Background: an optimization exercise with open tools, aiming at small area, a short achievable clock period and few clock cycles. Do not read the settings as production practice.
Only simulation tests tie the RTL to the original design; equivalence was not proved.
Power and IR drop assume default switching activity.

== main ==
## gift_shop_part1
module gift_shop_part1(
    input clk,
    input rst,
    input [31:0] data_in,
    input valid_in,
    output ready,
    output reg finished,
    output [63:0] result
);
For scale: about 2300 cells after synthesis, ~100 I/O pins, about 25000 um^2 of cells after synthesis.
Settings: LEC_CHECK=0, CAP_MARGIN=20, CORE_MARGIN=2, CORE_UTILIZATION=40, CTS_BUF_LIST=sky130_fd_sc_hd__clkbuf_16, CTS_CLUSTER_DIAMETER=100, CTS_CLUSTER_SIZE=25, PLACE_DENSITY=0.6, SETUP_SLACK_MARGIN=5, SLEW_MARGIN=20; clock period 10.0 ns.
standard.sh (not shown) runs the stock make flow with config.mk's settings and CLKGATE_MAP_FILE= SYNTH_SCRIPT=/design/flow/synth_recipe.tcl, a recipe that flattens the netlist after the stock synthesis.
==> flow/flow/run.sh <==
#!/bin/bash
set -euo pipefail
R=orfs/results/sky130hd/gift_shop_part1/base
KNOBS=(BUFFER_PORTS_ARGS="-buffer_cell sky130_fd_sc_hd__buf_1" SETUP_SLACK_MARGIN=5.7)
bash standard.sh "${KNOBS[@]}" synth > standard_synth.log 2>&1
cp $R/1_2_yosys.v $R/1_2_yosys.orig.v
python3 flow/polar.py $R/1_2_yosys.orig.v $R/1_2_yosys.v > polar.log 2>&1
rm -f $R/1_synth.odb
bash standard.sh "${KNOBS[@]}" finish > standard_make.log 2>&1
Other scripts of this flow, unchanged in this note and not shown: flow/flow/polar.py
Testbench counts of main, summed over its fixed seeds: cycles 6,976.
Modified inputs, the feature branch compared to main
diff --git a/flow/design.v b/flow/design.v
--- a/flow/design.v
+++ b/flow/design.v
@@ -17,23 +17,22 @@
     reg [17:0] ws, wcr;
     reg        fr, e2, s2, z2;
     reg [16:0] bq;           
     reg [16:0] xr;
     reg [17:0] yr;
     reg [2:0]  ka, k3;
     reg [15:0] th;
     reg [33:0] scs, scc;
     reg s1p1, s1p2, s1p3, s2p1, s2p2, s2p3, defer3;
     reg [53:0] acc;
     reg        fresh;        
-    reg        zbase;        
     reg [5:0]  rcnt;
     assign result = {10'd0, acc};
     function [6:0] m10; input [3:0] d;
         case (d) 4'd0: m10 = 0; 4'd1: m10 = 10; 4'd2: m10 = 20; 4'd3: m10 = 30; 4'd4: m10 = 40;
         4'd5: m10 = 50; 4'd6: m10 = 60; 4'd7: m10 = 70; 4'd8: m10 = 80; default: m10 = 90; endcase
     endfunction
     function [9:0] m100; input [3:0] d;
         case (d) 4'd0: m100 = 0; 4'd1: m100 = 100; 4'd2: m100 = 200; 4'd3: m100 = 300; 4'd4: m100 = 400;
         4'd5: m100 = 500; 4'd6: m100 = 600; 4'd7: m100 = 700; 4'd8: m100 = 800; default: m100 = 900; endcase
     endfunction
     function [13:0] m1000; input [3:0] d;
@@ -125,23 +124,23 @@
     wire [16:0] vc_ = (bq & ~ws[16:0]) | (bq & ~wcr[16:0]) | (~ws[16:0] & ~wcr[16:0]);
     wire [16:0] v_sum;
     padd17 vadd(.a(vs_), .b({vc_[15:0], 1'b1}), .ci(fr), .y(v_sum));
     wire [16:0] v_s = z2 ? 17'd0 : v_sum;
     wire alte = ndc[0];
     wire [3:0] k2 = {ke, 1'b0};
     wire alts = ndc != k2;
     wire [34:0] ms, mc;
     mul_cs mul(.a(xr), .b(yr), .s(ms), .c(mc));
     wire [53:0] ad_s = s2p3 ? {3'd0, scs, 17'd0} : {20'd0, scs};
     wire [53:0] ad_c = s2p3 ? {3'd0, scc, 17'd0} : {20'd0, scc};
-    wire [53:0] base = zbase ? 54'd0 : acc;
+    wire [53:0] base = (s2p1 || fresh) ? 54'd0 : acc;
     wire [53:0] a3s = base ^ ad_s ^ ad_c;
     wire [53:0] a3c = (base & ad_s) | (base & ad_c) | (ad_s & ad_c);
     wire [53:0] sum2;
     padd54 aadd(.a(a3s), .b({a3c[52:0], 1'b0}), .ci(1'b0), .y(sum2));
     reg  r1;
     wire load1 = s2 && !r1;
     wire load2 = s2p1 && !r1;
     wire want3 = s1p2 || defer3;
     wire load3 = want3 && !load1 && !r1;
     wire accw  = (s2p2 || s2p3) && !finished && !r1;
     always @(posedge clk) begin
@@ -156,23 +155,22 @@
         sph <= valid_in && wc == 2'd2;
         s2 <= sph && !r1;
         s1p1 <= load1;
         s1p2 <= load2;
         s1p3 <= load3;
         s2p1 <= s1p1 && !r1;
         s2p2 <= s1p2 && !r1;
         s2p3 <= s1p3 && !r1;
         defer3 <= want3 && load1;
         if (r1) fresh <= 1'b1;
         else if (accw) fresh <= 1'b0;
-        zbase <= (s1p1 && !r1) || r1 || (fresh && !accw);
         eph <= valid_in && wc == 2'd1;
         e2 <= eph;
         altp <= valid_in && (wc == 2'd1 ? alte : wc == 2'd2 ? alts : 1'b0);
         zp <= (ke == 3'd0) || (ndc > k2);
         if (fresh) rcnt <= 6'd0;
         else if (s2p3) rcnt <= rcnt + 6'd1;
         if (valid_in) begin
             ra <= rb;
             rb <= data_in;
         end
         if (valid_in && wc == 2'd1) ke <= ndc[3:1];
[summary]
The feature branch ends up with a wire length that is 360 um higher than in main.
| first-pass iteration count of the detailed router | lower: main |
Relative to main, the power of the feature branch is lower by about 1.8%.
Per the comparison of the feature branch with main, pin slew with the least headroom to its limit lower; cell area after layout about even; post-layout instance count excluding filler cells now smaller.
~same share of the cycle needed by the critical path after routing in main and the feature branch
Against main, total via count after detailed routing in the feature branch fell by a few percent.
Testbench counts of the feature branch, summed over its fixed seeds: cycles 6,976.

* * *

Starting RTL as in the previous note.
Settings: LEC_CHECK=0, CAP_MARGIN=20, CORE_MARGIN=2, CORE_UTILIZATION=40, CTS_BUF_LIST=sky130_fd_sc_hd__clkbuf_8 sky130_fd_sc_hd__clkbuf_16, CTS_CLUSTER_DIAMETER=80, CTS_CLUSTER_SIZE=20, PLACE_DENSITY=0.6, SETUP_SLACK_MARGIN=5, SLEW_MARGIN=20; clock period 10.0 ns.
Scripts as last shown in full above: flow/flow/run.sh
Other scripts of this flow, unchanged in this note and not shown: flow/flow/polar.py
Testbench counts at the start, summed over its fixed seeds: cycles 6,976.
Next try:
--- a/flow/design.v
+++ b/flow/design.v
@@ -22,13 +22,12 @@
     reg [2:0]  ka, k3;
     reg [15:0] th;
     reg [33:0] scs, scc;
     reg s1p1, s1p2, s1p3, s2p1, s2p2, s2p3, defer3;
     reg [53:0] acc;
     reg        fresh;        
-    reg        zbase;        
     reg [5:0]  rcnt;
     assign result = {10'd0, acc};
     function [6:0] m10; input [3:0] d;
         case (d) 4'd0: m10 = 0; 4'd1: m10 = 10; 4'd2: m10 = 20; 4'd3: m10 = 30; 4'd4: m10 = 40;
         4'd5: m10 = 50; 4'd6: m10 = 60; 4'd7: m10 = 70; 4'd8: m10 = 80; default: m10 = 90; endcase
     endfunction
@@ -130,13 +129,13 @@
     wire [3:0] k2 = {ke, 1'b0};
     wire alts = ndc != k2;
     wire [34:0] ms, mc;
     mul_cs mul(.a(xr), .b(yr), .s(ms), .c(mc));
     wire [53:0] ad_s = s2p3 ? {3'd0, scs, 17'd0} : {20'd0, scs};
     wire [53:0] ad_c = s2p3 ? {3'd0, scc, 17'd0} : {20'd0, scc};
-    wire [53:0] base = zbase ? 54'd0 : acc;
+    wire [53:0] base = (s2p1 || fresh) ? 54'd0 : acc;
     wire [53:0] a3s = base ^ ad_s ^ ad_c;
     wire [53:0] a3c = (base & ad_s) | (base & ad_c) | (ad_s & ad_c);
     wire [53:0] sum2;
     padd54 aadd(.a(a3s), .b({a3c[52:0], 1'b0}), .ci(1'b0), .y(sum2));
     reg  r1;
     wire load1 = s2 && !r1;
@@ -161,13 +160,12 @@
         s2p1 <= s1p1 && !r1;
         s2p2 <= s1p2 && !r1;
         s2p3 <= s1p3 && !r1;
         defer3 <= want3 && load1;
         if (r1) fresh <= 1'b1;
         else if (accw) fresh <= 1'b0;
-        zbase <= (s1p1 && !r1) || r1 || (fresh && !accw);
         eph <= valid_in && wc == 2'd1;
         e2 <= eph;
         altp <= valid_in && (wc == 2'd1 ? alte : wc == 2'd2 ? alts : 1'b0);
         zp <= (ke == 3'd0) || (ndc > k2);
         if (fresh) rcnt <= 6'd0;
         else if (s2p3) rcnt <= rcnt + 6'd1;
Synthesized cell count decreases by about 3.3%.
Core utilization decreases by 0.28 points.
Clock skew decreases by 14 ps.
Cell count decreases by 2.8%.
Die area hardly moves.
Fmax barely changes.
Hold slack hardly moves.
Routed wire length barely changes.
Worst setup slack hardly moves.
Global-route usage hardly moves.
Testbench counts after the change, summed over its fixed seeds: cycles 6,976.

==> what the ideal ports hide <==
No port has a modelled driver above. Below, the same layouts with a new extraction and two added sets of constraints.
Step 1 sets driving cells, clkbuf_16 on the clock port and buf_2 on the other inputs (assumed; they add their load-dependent delay and slew).
Step 2 adds t to the input delays and takes it off the output delays; t is the mean of the earliest and latest rising clock arrival at the registers after step 1. Input paths then give back, and output paths get back, about the clock's delay inside the block.
a / b / c = ideal ports / drivers / drivers and shift; a / b = the first two.
| run | t, ns | setup slack, ns | hold WS [ns] | worst register clock-pin slew, ns | worst data-port slew with drivers (ns) |
|---|---|---|---|---|---|
| main | 0.607 | 5.741 / 5.709 / 5.638 | 0.335 / 0.335 / 0.335 | 0.11 / 0.11 | 0.04 |
| the feature branch | 0.595 | 5.741 / 5.709 / 5.653 | 0.340 / 0.340 / 0.340 | 0.11 / 0.11 | 0.04 |
| the first run of note 2 | 0.636 | 5.741 / 5.709 / 5.629 | 0.333 / 0.333 / 0.333 | 0.09 / 0.09 | 0.04 |
| the second run of note 2 | 0.615 | 5.741 / 5.708 / 5.643 | 0.335 / 0.335 / 0.335 | 0.09 / 0.09 | 0.04 |
After both steps every run listed still meets setup and hold. For the first run of note 2, which loses most, drivers alone change the setup slack by -0.032 ns; drivers and shift together by -0.112 ns.
